From an optimization exercise on the open Yosys and OpenROAD flow, aimed at small area, a short achievable clock period and few clock cycles; shortcuts taken in it are not production practice.
RTL that was checked went through simulation tests only; none was proved equivalent to the original.
No activity file was given, so power comes from the tool's default toggle rates.

==> flow/design.v <==
`default_nettype none
module xtea_core(
                 input wire           clk,
                 input wire           reset_n,
                 input wire           encdec,    
                 input wire           start,     
                 input wire           mode_we,   
                 input wire           mode_new,  
                 output wire          busy,
                 output wire          ready,
                 input wire [127 : 0] key,       
                 input wire [63 : 0]  block,     
                 output wire          swap,      
                 output wire [63 : 0] result     
                );
  localparam [31 : 0] DELTA        = 32'h9e3779b9;
  localparam [31 : 0] DEC_INIT     = ~32'hc6ef3720;  
  localparam [1 : 0]  DEC_INIT_SEL = 2'd2;          
  logic          busy_reg;
  logic          load2_reg;      
  logic [5 : 0]  hr_reg;         
  logic [31 : 0] sum_reg;        
  logic [1 : 0]  sel_reg;        
  logic [31 : 0] rk_reg;         
  logic          swap_reg;       
  logic [31 : 0] a_reg;          
  logic [31 : 0] b_reg;          
  logic          last;
  logic          step;
  logic [31 : 0] sum_next;
  logic [32 : 0] rk33;
  logic [1 : 0]  sel_next;
  logic [31 : 0] keyw;
  logic [31 : 0] f;
  logic [32 : 0] new33;
  assign busy   = busy_reg;
  assign last   = busy_reg && !load2_reg && (hr_reg == 6'h0);
  assign ready  = !busy_reg || last;
  assign swap   = swap_reg;
  assign result = {a_reg, b_reg};
  assign step = busy_reg;
  always_comb
    begin
      case (sel_reg)
        2'd0: keyw = key[127 : 96];
        2'd1: keyw = key[95 : 64];
        2'd2: keyw = key[63 : 32];
        default: keyw = key[31 : 0];
      endcase
    end
  assign rk33  = {sum_reg, 1'b1} + {keyw ^ {32{!encdec}}, !encdec};
  assign f     = ({b_reg[27 : 0], 4'h0} ^ {5'h0, b_reg[31 : 5]}) + b_reg;
  assign new33 = {a_reg, 1'b1} + {f ^ rk_reg, !encdec};
  assign sum_next = sum_reg + DELTA;
  always_comb
    begin
      if (!hr_reg[0])
        sel_next = encdec ? sum_next[12 : 11] : ~sum_next[1 : 0];
      else
        sel_next = encdec ? sum_reg[1 : 0] : ~sum_reg[12 : 11];
    end
  always_ff @ (posedge clk or negedge reset_n)
    begin : ctrl_update
      if (!reset_n)
        begin
          busy_reg  <= 1'b0;
          load2_reg <= 1'b0;
          hr_reg    <= 6'h0;
        end
      else
        begin
          if (step && !last)
            hr_reg <= hr_reg + 6'h1;
          load2_reg <= start;
          if (start)
            busy_reg <= 1'b1;
          else if (last)
            busy_reg <= 1'b0;
        end
    end
  always_ff @ (posedge clk)
    begin : dp_update
      rk_reg <= rk33[32 : 1];
      if (start)
        swap_reg <= !encdec;
      if (start || busy_reg)
        begin
          a_reg <= b_reg;
          if (start)
            b_reg <= encdec ? block[63 : 32] : block[31 : 0];
          else if (load2_reg)
            b_reg <= encdec ? block[31 : 0] : block[63 : 32];
          else
            b_reg <= new33[32 : 1];
        end
      if (mode_we)
        begin
          sum_reg <= mode_new ? 32'h0 : DEC_INIT;
          sel_reg <= mode_new ? 2'd0 : DEC_INIT_SEL;
        end
      else if (last)
        begin
          sum_reg <= encdec ? 32'h0 : DEC_INIT;
          sel_reg <= encdec ? 2'd0 : DEC_INIT_SEL;
        end
      else if (step)
        begin
          if (!hr_reg[0])
            sum_reg <= sum_next;
          sel_reg <= sel_next;
        end
    end
endmodule  
`default_nettype none
module xtea(
            input wire               clk,
            input wire               reset_n,
            input wire               cs,
            input wire               we,
            input wire      [7 : 0]  address,
            input wire      [31 : 0] write_data,
            output wire     [31 : 0] read_data
           );
  localparam ADDR_CTRL    = 8'h08;
  localparam ADDR_CONFIG  = 8'h0a;
  localparam ADDR_ROUNDS  = 8'h0c;
  localparam ADDR_KEY0    = 8'h10;
  localparam ADDR_BLOCK0  = 8'h20;
  localparam CORE_NAME0   = 32'h78746561;  
  localparam CORE_NAME1   = 32'h2d313238;  
  localparam CORE_VERSION = 32'h302e3630;  
  logic [31 : 0] key_reg [0 : 3];
  logic [31 : 0] block_reg [0 : 1];
  logic          encdec_reg;
  logic          wr;
  logic          start;
  logic          mode_we;
  logic          busy;
  logic          ready;
  logic          swap;
  logic          rd_b;
  logic [63 : 0] result;
  logic [31 : 0] const_data;
  assign wr      = cs && we && !busy;
  assign start   = wr && (address == ADDR_CTRL) && write_data[1];
  assign mode_we = wr && ((address == ADDR_CONFIG) || (address == ADDR_ROUNDS));
  xtea_core core(
                 .clk(clk),
                 .reset_n(reset_n),
                 .encdec(encdec_reg),
                 .start(start),
                 .mode_we(mode_we),
                 .mode_new(write_data[0]),
                 .busy(busy),
                 .ready(ready),
                 .key({key_reg[0], key_reg[1], key_reg[2], key_reg[3]}),
                 .block({block_reg[0], block_reg[1]}),
                 .swap(swap),
                 .result(result)
                );
  always_ff @ (posedge clk)
    begin : reg_update
      if (mode_we)
        encdec_reg <= write_data[0];
      if (wr && (address[7 : 2] == ADDR_KEY0[7 : 2]))
        key_reg[address[1 : 0]] <= write_data;
      if (wr && (address[7 : 1] == ADDR_BLOCK0[7 : 1]))
        block_reg[address[0]] <= write_data;
    end
  always_comb
    begin : const_mux
      if (address[3])
        const_data = {31'h0, ready};
      else if (address[1])
        const_data = CORE_VERSION;
      else if (address[0])
        const_data = CORE_NAME1;
      else
        const_data = CORE_NAME0;
    end
  assign rd_b      = address[0] ^ swap;
  assign read_data = address[5] ? (rd_b ? result[31 : 0] : result[63 : 32]) :
                     const_data;
endmodule  
clock: 7.5 ns
lec_check: 0
cap_margin: 20
core_margin: 2
core_utilization: 65
cts_buf_list: sky130_fd_sc_hd__clkbuf_8
cts_cluster_diameter: 40
cts_cluster_size: 20
setup_slack_margin: 2.5
slew_margin: 20
buffer_ports_args: -buffer_cell sky130_fd_sc_hd__buf_1
standard.sh (not shown) runs the stock make flow with config.mk's settings and CLKGATE_MAP_FILE= SYNTH_SCRIPT=/design/flow/synth_recipe.tcl, a recipe that flattens the netlist after the stock synthesis.
==> flow/flow/run.sh <==
#!/bin/bash
# Standard layout, but the port buffers inserted during placement use
# buf_1 cells (the default choice is a slow delay buffer).
set -euo pipefail
cat >> config.mk <<'EOC'
export BUFFER_PORTS_ARGS = -buffer_cell sky130_fd_sc_hd__buf_1
EOC
bash standard.sh > standard.log 2>&1
Rerun with:
--- a/flow/design.v
+++ b/flow/design.v
@@ -18,5 +18,4 @@
   localparam [1 : 0]  DEC_INIT_SEL = 2'd2;          
   logic          busy_reg;
-  logic          load2_reg;      
   logic [5 : 0]  hr_reg;         
   logic [31 : 0] sum_reg;        
@@ -35,9 +34,9 @@
   logic [32 : 0] new33;
   assign busy   = busy_reg;
-  assign last   = busy_reg && !load2_reg && (hr_reg == 6'h0);
+  assign last   = busy_reg && (hr_reg == 6'h0);
   assign ready  = !busy_reg || last;
   assign swap   = swap_reg;
   assign result = {a_reg, b_reg};
-  assign step = busy_reg;
+  assign step = busy_reg || start;
   always_comb
     begin
@@ -64,7 +63,6 @@
       if (!reset_n)
         begin
-          busy_reg  <= 1'b0;
-          load2_reg <= 1'b0;
-          hr_reg    <= 6'h0;
+          busy_reg <= 1'b0;
+          hr_reg   <= 6'h0;
         end
       else
@@ -72,5 +70,4 @@
           if (step && !last)
             hr_reg <= hr_reg + 6'h1;
-          load2_reg <= start;
           if (start)
             busy_reg <= 1'b1;
@@ -83,14 +80,13 @@
       rk_reg <= rk33[32 : 1];
       if (start)
-        swap_reg <= !encdec;
-      if (start || busy_reg)
+        begin
+          swap_reg <= !encdec;
+          a_reg    <= encdec ? block[63 : 32] : block[31 : 0];
+          b_reg    <= encdec ? block[31 : 0]  : block[63 : 32];
+        end
+      else if (busy_reg)
         begin
           a_reg <= b_reg;
-          if (start)
-            b_reg <= encdec ? block[63 : 32] : block[31 : 0];
-          else if (load2_reg)
-            b_reg <= encdec ? block[31 : 0] : block[63 : 32];
-          else
-            b_reg <= new33[32 : 1];
+          b_reg <= new33[32 : 1];
         end
       if (mode_we)
Outcome:
- The changed run went through all stages and came out clean
- setup slack improved by 0.29 ns
- die area rose slightly
- total power fell by roughly a tenth
- combinational power fell by well over a third
- utilization fell by 1.2 points
- synthesized cell count rose by a few percent
- routed wire length rose by a few percent
- final area rose slightly
- worst hold slack improved by 0.011 ns
- flip-flop and latch count fell by 1
Testbench counts after the change, summed over its fixed seeds: cycles 35,648.
No functional check of the RTL was part of the first run of this note.

what the ideal ports hide:
How much do the figures lean on ideal ports? The routed layouts below were timed once more, with nothing changed but the port constraints. Step 1: set_driving_cell puts a clkbuf_16 on clk and a buf_2 on each other input, an assumption about the parent block. Step 2 times the ports against the registers' clock, not the clock port: input delays grow and output delays shrink by t, the midpoint of the rising clock arrivals with the driver on. a / b / c = ideal / step 1 / step 2; a / b = the first two.
run	t, ns	setup WS [ns]	worst data-port slew with drivers (ns)
the first run	0.624	2.431 / 2.431 / 2.209	0.07
the second run	0.600	2.723 / 2.723 / 2.723	0.06
After both steps every run listed still meets setup and hold. For the first run, which loses most, drivers alone change the setup slack by 0.000 ns; drivers and shift together by -0.222 ns.
